Background: an optimization exercise with open tools, aiming at small area. Do not read the settings as production practice. In this exercise RTL edits were held to simulation tests only and were not proved equivalent to the original. Power figures rest on the tool's default switching activity, not on a simulated workload.

// fpu
module fpu(
    input  logic [31:0] op_A_in,
    input  logic [31:0] op_B_in,
    input  logic clock100KHz,
    input  logic reset,
    output logic [31:0] data_out,
    output logic [3:0]  status_out
);
clock: 10.0 ns
lec_check: 0
abc_area: 1
cap_margin: 20
core_margin: 2
core_utilization: 70
slew_margin: 20
standard.sh (not shown) runs the stock make flow with config.mk's settings and CLKGATE_MAP_FILE= SYNTH_SCRIPT=/design/flow/synth_recipe.tcl, a recipe that flattens the netlist after the stock synthesis.
==> flow/flow/run.sh <==
#!/bin/bash
set -euo pipefail
rm -rf scripts
cp -r "$FLOW_HOME/scripts" scripts
cp flow/abc_area.script scripts/abc_area.script
export SCRIPTS_DIR="$PWD/scripts"
export BUFFER_PORTS_ARGS="-buffer_cell sky130_fd_sc_hd__buf_1"
export CTS_ARGS="-sink_clustering_enable -repair_clock_nets -buf_list sky130_fd_sc_hd__clkbuf_4 -root_buf sky130_fd_sc_hd__clkbuf_4 -dont_use_dummy_load"
bash standard.sh > standard.log 2>&1
==> flow/flow/abc_area.script <==
strash; dc2; dch -f; amap -m; topo
The baseline ran to the end with no violations.
Edit:
==> flow/flow/run.sh (replaced) <==
#!/bin/bash
set -euo pipefail
rm -rf scripts
cp -r "$FLOW_HOME/scripts" scripts
cp flow/abc_area.script scripts/abc_area.script
export SCRIPTS_DIR="$PWD/scripts"
export BUFFER_PORTS_ARGS="-buffer_cell sky130_fd_sc_hd__buf_1"
export CTS_ARGS="-sink_clustering_enable -repair_clock_nets -buf_list sky130_fd_sc_hd__clkbuf_4 -root_buf sky130_fd_sc_hd__clkbuf_8 -dont_use_dummy_load"
bash standard.sh > standard.log 2>&1
Settings changed: CORE_UTILIZATION 70 to 60.
Result:
- fmax came out lower by 2.9%
- area after synthesis does not change
- cell area came out higher by 1.3%
- global-route usage came out lower by 3.1 points
- clock skew came out lower by 0.022 ns
- setup slack is worse by 0.23 ns
- power came out higher by 5.4%
- combinational power is about the same
- critical path depth does not change
- worst hold slack is worse by 0.026 ns
Edit:
==> flow/flow/run.sh (replaced) <==
#!/bin/bash
set -euo pipefail
rm -rf scripts
cp -r "$FLOW_HOME/scripts" scripts
cp flow/abc_area.script scripts/abc_area.script
export SCRIPTS_DIR="$PWD/scripts"
export BUFFER_PORTS_ARGS="-buffer_cell sky130_fd_sc_hd__buf_1"
export CTS_ARGS="-sink_clustering_enable -repair_clock_nets -buf_list sky130_fd_sc_hd__clkbuf_4 -root_buf sky130_fd_sc_hd__clkbuf_4 -sink_buffer_max_cap_derate 0.5 -dont_use_dummy_load"
bash standard.sh > standard.log 2>&1
Result: Maximum frequency shrinks slightly; register-to-register slack stays flat; routed wire length climbs slightly.
Edit:
==> flow/flow/run.sh (replaced) <==
#!/bin/bash
set -euo pipefail
rm -rf scripts
cp -r "$FLOW_HOME/scripts" scripts
cp flow/abc_area.script scripts/abc_area.script
export SCRIPTS_DIR="$PWD/scripts"
export BUFFER_PORTS_ARGS="-buffer_cell sky130_fd_sc_hd__buf_1"
export CTS_ARGS="-sink_clustering_enable -repair_clock_nets -buf_list sky130_fd_sc_hd__clkbuf_8 -root_buf sky130_fd_sc_hd__clkbuf_8 -dont_use_dummy_load"
bash standard.sh > standard.log 2>&1
Settings changed: CORE_UTILIZATION 60 to 40.
Flip-flop and latch count does not change.
Power increases by 4.3%.
Design area increases by 2.5%.
Die area increases by 47%.
Core utilization decreases by 22 points.
Worst setup slack is better by 0.060 ns.
Via count decreases by 2.0%.
Edit:
==> flow/flow/run.sh (replaced) <==
#!/bin/bash
set -euo pipefail
rm -rf scripts
cp -r "$FLOW_HOME/scripts" scripts
cp flow/abc_area.script scripts/abc_area.script
export SCRIPTS_DIR="$PWD/scripts"
export BUFFER_PORTS_ARGS="-buffer_cell sky130_fd_sc_hd__buf_1"
export CTS_ARGS="-sink_clustering_enable -repair_clock_nets -buf_list sky130_fd_sc_hd__clkbuf_4 -root_buf sky130_fd_sc_hd__clkbuf_4 -sink_clustering_size 4 -sink_clustering_max_diameter 20 -balance_levels -dont_use_dummy_load"
bash standard.sh > standard.log 2>&1
Settings changed: CORE_UTILIZATION 40 to 60.
=> The new run completed without violations; register-to-register slack degrades by 0.16 ns; power went down by a few percent; via count climbs by a few percent; wire length goes up slightly; worst setup slack got worse by 0.060 ns; clock power came out lower by a quarter to a third; final area falls by a few percent; first-iteration DRC count came out higher by well over a third; die area fell by a quarter to a third; global-route usage rose by 9.7 points; combinational power is about the same.
Edit:
==> flow/flow/run.sh (replaced) <==
#!/bin/bash
set -euo pipefail
rm -rf scripts
cp -r "$FLOW_HOME/scripts" scripts
cp flow/abc_area.script scripts/abc_area.script
export SCRIPTS_DIR="$PWD/scripts"
export BUFFER_PORTS_ARGS="-buffer_cell sky130_fd_sc_hd__buf_1"
export CTS_ARGS="-sink_clustering_enable -repair_clock_nets -buf_list sky130_fd_sc_hd__clkbuf_4 -root_buf sky130_fd_sc_hd__clkbuf_4 -dont_use_dummy_load"
bash standard.sh > standard.log 2>&1
Settings changed: CORE_UTILIZATION 60 to 80.
Result:
- The changed run failed in global placement (3_3_place_gp) on GPL-0301
- area after synthesis stays the same
- synthesized cell count does not change

[static timing again, ports no longer ideal]
Ports are ideal in the flow. The routed layouts listed here were re-timed in OpenROAD. Step 1 sets driving cells, clkbuf_16 on the clock port and buf_2 on the other inputs (assumed; they add their load-dependent delay and slew). Step 2 times the ports against the registers' clock, not the clock port: input delays grow and output delays shrink by t, the midpoint of the rising clock arrivals with the driver on. Three values: ideal, step 1, step 2; two values: the first two.
run | t, ns | setup slack, ns | pins driven straight from the clock port
the first run | 0.426 | 2.376 / 2.354 / 2.185 | 1
the second run | 0.349 | 2.149 / 2.129 / 2.122 | 1
the third run | 0.419 | 2.123 / 2.104 / 2.104 | 1
the fourth run | 0.357 | 2.184 / 2.162 / 2.162 | 1
the fifth run | 0.419 | 2.123 / 2.104 / 2.104 | 1
After both steps every run listed still meets setup and hold. The setup slack of the first run, which loses most, moves by -0.022 ns with the drivers and by -0.191 ns with both steps.
